Context: an optimization exercise on an open-source flow, tuned for small area and few clock cycles per item. The choices shown serve that exercise and are no tape-out recipe. Only simulation tests tie the RTL to the original design; equivalence was not proved.

## MyDesign
module MyDesign (dut_run, dut_busy, reset_b, clk, dut_sram_write_address,
		 dut_sram_write_data, dut_sram_write_enable,
		 dut_sram_read_address,	sram_dut_read_data,
		 dut_wmem_read_address, wmem_dut_read_data);
input clk;
input signed [15:0] sram_dut_read_data, wmem_dut_read_data;
input dut_run, reset_b;
output signed [15:0] dut_sram_write_data;
output [11:0] dut_sram_write_address;
output dut_sram_write_enable;
output [11:0] dut_sram_read_address, dut_wmem_read_address;
output dut_busy;
localparam [2:0] IDLE = 3'd0, HDR = 3'd1, SZ = 3'd2, PR = 3'd3, RUN = 3'd4;
reg [2:0] st;
reg [11:0] xa, wa, xb, oa;
reg [6:0] col;           
reg [7:0] row;           
reg [4:0] s8;            
reg [1:0] ph;            
reg x4, x8, w4, w8;      
reg lc, l2, we, first_c, first_t;
reg [15:0] xo_r, wo_r;
reg [1:0] ph_c;
reg [21:0] acc;
wire [21:0] acc_next;
wire [15:0] X = sram_dut_read_data;
wire [15:0] Wd = wmem_dut_read_data;
wire ix4 = (st == PR) ? X[2] : x4;
wire ix8 = (st == PR) ? X[3] : x8;
wire iw4 = (st == PR) ? Wd[2] : w4;
wire iw8 = (st == PR) ? Wd[3] : w8;
wire ib8 = ix8 | iw8;
wire ib4 = ~ib8 & (ix4 | iw4);
wire ixn = ib8 ? ~ix8 : (ib4 & ~ix4);   
wire iwn = ib8 ? ~iw8 : (ib4 & ~iw4);
wire ir4 = ib8 & ((~ix4 & ~ix8) | (~iw4 & ~iw8));  
wire nlast = ~(ixn | iwn) | (ir4 ? (ph == 2'd3) : ph[0]);
wire [6:0] lh = ib8 ? 7'd1 : ib4 ? 7'd2 : 7'd4;    
wire row_end = (col == lh);
wire layer_end = row_end & (row == 8'd1);
wire stepping = (st == PR) | (st == RUN);
wire is_end = &X[7:0];
always @(posedge clk) begin
	if (!reset_b) begin
		st <= IDLE;
		xa <= 12'd0;
		wa <= 12'd0;
		lc <= 1'b0;
		l2 <= 1'b0;
		we <= 1'b0;
	end else begin
		lc <= stepping & row_end;
  ...
Size: roughly 1100 cells after synthesis, roughly 140 flip-flops, ~89 I/O pins, ~0.011 sq mm of cells after synthesis.
clock: 6.0 ns
lec_check: 0
cap_margin: 20
core_margin: 2
core_utilization: 40
slew_margin: 20
synth_hierarchical: 1
synth_minimum_keep_size: 0
standard.sh (not shown) runs the stock make flow with config.mk's settings and CLKGATE_MAP_FILE= SYNTH_SCRIPT=/design/flow/synth_recipe.tcl, a recipe that flattens the netlist after the stock synthesis.
==> flow/flow/run.sh <==
#!/bin/bash
# Layout flow: the standard flow (standard.sh, all ORFS steps) with two
# changes: the port buffers that global placement puts on every input and
# output use the smallest buffer cell, and clock tree synthesis uses
# clkbuf_8 buffers and adds no dummy loads.
set -o pipefail
export BUFFER_PORTS_ARGS="-buffer_cell sky130_fd_sc_hd__buf_1"
export CTS_ARGS="-sink_clustering_enable -repair_clock_nets -buf_list sky130_fd_sc_hd__clkbuf_8 -dont_use_dummy_load"
bash standard.sh > standard.log 2>&1
Testbench counts at the start, summed over its fixed seeds: cycles 117,674, macs 306,944.
Change:
--- a/flow/design.v
+++ b/flow/design.v
@@ -112,19 +112,44 @@
 	wo_r <= wo;
 	oa <= (st == IDLE) ? 12'd0 : oa + {11'd0, we};
 	acc <= acc_next;
 end
 wire m8 = x8 | w8;
 wire m4 = ~m8 & (x4 | w4);
 wire m2 = ~m8 & ~m4;
 wire [21:0] acc_in = first_t ? 22'd0 : acc;
-wire [15:0] xo, wo;
-mpnn_steer u_steer (.X(X), .Wd(Wd), .m8(m8), .m4(m4), .m2(m2), .x8(x8), .x4(x4),
-	.w8(w8), .w4(w4), .ph_c(ph_c), .xo(xo), .wo(wo));
+reg [15:0] xo, wo;
+integer l, n;
+always @(*) begin
+	xo = 16'd0;
+	wo = 16'd0;
+	if (m8) begin
+		for (l = 0; l < 2; l = l + 1) begin
+			if (x8) xo[8*l +: 8] = X[8*l +: 8];
+			else if (x4) begin n = 2*ph_c[0] + l; xo[8*l +: 8] = {{4{X[4*n+3]}}, X[4*n +: 4]}; end
+			else begin n = 2*ph_c + l; xo[8*l +: 8] = {{6{X[2*n+1]}}, X[2*n +: 2]}; end
+			if (w8) wo[8*l +: 8] = Wd[8*l +: 8];
+			else if (w4) begin n = 2*ph_c[0] + l; wo[8*l +: 8] = {{4{Wd[4*n+3]}}, Wd[4*n +: 4]}; end
+			else begin n = 2*ph_c + l; wo[8*l +: 8] = {{6{Wd[2*n+1]}}, Wd[2*n +: 2]}; end
+		end
+	end else if (m4) begin
+		for (l = 0; l < 4; l = l + 1) begin
+			if (x4) xo[4*l +: 4] = X[4*l +: 4];
+			else begin n = 4*ph_c[0] + l; xo[4*l +: 4] = {{2{X[2*n+1]}}, X[2*n +: 2]}; end
+			if (w4) wo[4*(2*(l/2) + 1 - (l%2)) +: 4] = Wd[4*l +: 4];
+			else begin n = 4*ph_c[0] + l; wo[4*(2*(l/2) + 1 - (l%2)) +: 4] = {{2{Wd[2*n+1]}}, Wd[2*n +: 2]}; end
+		end
+	end else begin
+		for (l = 0; l < 8; l = l + 1) begin
+			xo[2*l +: 2] = X[2*l +: 2];
+			wo[2*(4*(l/4) + 3 - (l%4)) +: 2] = Wd[2*l +: 2];
+		end
+	end
+end
   wire mo_82 = m8 | m2;
   wire mo_42 = m4 | m2;
   wire mo_84 = m8 | m4;
   wire pp_0_0_0 = (xo_r[0] & wo_r[0]) & m8;
   wire pp_0_0_1 = (xo_r[0] & wo_r[1]) & m8;
   wire pp_0_0_2 = (xo_r[0] & wo_r[2]) & m8;
   wire pp_0_0_3 = (xo_r[0] & wo_r[3]) & m8;
   wire pp_0_0_4 = (xo_r[0] & wo_r[4]) & mo_84;
@@ -549,30 +574,8 @@
 assign co = (a & b) | (a & c) | (b & c);
 endmodule
 module mpnn_ha (a, b, s, co);
 input a, b;
 output s, co;
 assign s = a ^ b;
 assign co = a & b;
 endmodule
-module mpnn_steer (X, Wd, m8, m4, m2, x8, x4, w8, w4, ph_c, xo, wo);
-input [15:0] X, Wd;
-input m8, m4, m2, x8, x4, w8, w4;
-input [1:0] ph_c;
-output [15:0] xo, wo;
-wire xfull = (m8 & x8) | (m4 & x4) | m2;       
-wire x84 = m8 & x4, x82 = m8 & ~x8 & ~x4, x42 = m4 & ~x4;
-wire wfull8 = m8 & w8, wfull4 = m4 & w4;
-wire w84 = m8 & w4, w82 = m8 & ~w8 & ~w4, w42 = m4 & ~w4;
-function [15:0] sp84; input [7:0] g; sp84 = {{4{g[7]}}, g[7:4], {4{g[3]}}, g[3:0]}; endfunction
-function [15:0] sp82; input [3:0] g; sp82 = {{6{g[3]}}, g[3:2], {6{g[1]}}, g[1:0]}; endfunction
-function [15:0] sp42; input [7:0] g; sp42 = {{2{g[7]}}, g[7:6], {2{g[5]}}, g[5:4], {2{g[3]}}, g[3:2], {2{g[1]}}, g[1:0]}; endfunction
-function [15:0] mir4; input [15:0] v; mir4 = {v[11:8], v[15:12], v[3:0], v[7:4]}; endfunction
-function [15:0] mir2; input [15:0] v; mir2 = {v[9:8], v[11:10], v[13:12], v[15:14], v[1:0], v[3:2], v[5:4], v[7:6]}; endfunction
-wire [7:0] gx8 = ph_c[0] ? X[15:8] : X[7:0];
-wire [3:0] gx4 = ph_c[1] ? (ph_c[0] ? X[15:12] : X[11:8]) : (ph_c[0] ? X[7:4] : X[3:0]);
-wire [7:0] gw8 = ph_c[0] ? Wd[15:8] : Wd[7:0];
-wire [3:0] gw4 = ph_c[1] ? (ph_c[0] ? Wd[15:12] : Wd[11:8]) : (ph_c[0] ? Wd[7:4] : Wd[3:0]);
-assign xo = ({16{xfull}} & X) | ({16{x84}} & sp84(gx8)) | ({16{x82}} & sp82(gx4)) | ({16{x42}} & sp42(gx8));
-assign wo = ({16{wfull8}} & Wd) | ({16{wfull4}} & mir4(Wd)) | ({16{m2}} & mir2(Wd))
-  | ({16{w84}} & sp84(gw8)) | ({16{w82}} & sp82(gw4)) | ({16{w42}} & mir4(sp42(gw8)));
-endmodule
- The new run finished clean
- worst setup slack improved by 21 ps
- synthesized area goes up by 1.9%
- design area climbs by 2.0%
- sequential cell count stays the same
- wire length rose by 8.7%
- register-to-register slack is better by 20 ps
Testbench counts after the change, summed over its fixed seeds: cycles 117,674, macs 306,944.

[afterwards: timing with drivers on the ports]
Ports are ideal in the flow. The routed layouts listed here were re-timed in OpenROAD. Step 1, drivers: a clkbuf_16 drives clk and a buf_2 each remaining input, both assumed. Step 2 adds t to the input delays and takes it off the output delays; t is the mean of the earliest and latest rising clock arrival at the registers after step 1. Input paths then give back, and output paths get back, about the clock's delay inside the block. Slacks: no drivers / after step 1 / after step 2; pairs: no drivers / after step 1.
run | t, ns | setup WS [ns] | hold WS [ns] | worst slew at a driven data input, ns | cell pins on the clock port's net
the first run | 0.476 | 0.295 / 0.295 / 0.295 | 0.332 / 0.332 / 0.332 | 0.08 | 1
the second run | 0.474 | 0.316 / 0.316 / 0.316 | 0.373 / 0.373 / 0.373 | 0.06 | 1
After both steps setup and hold are still met in every run listed.
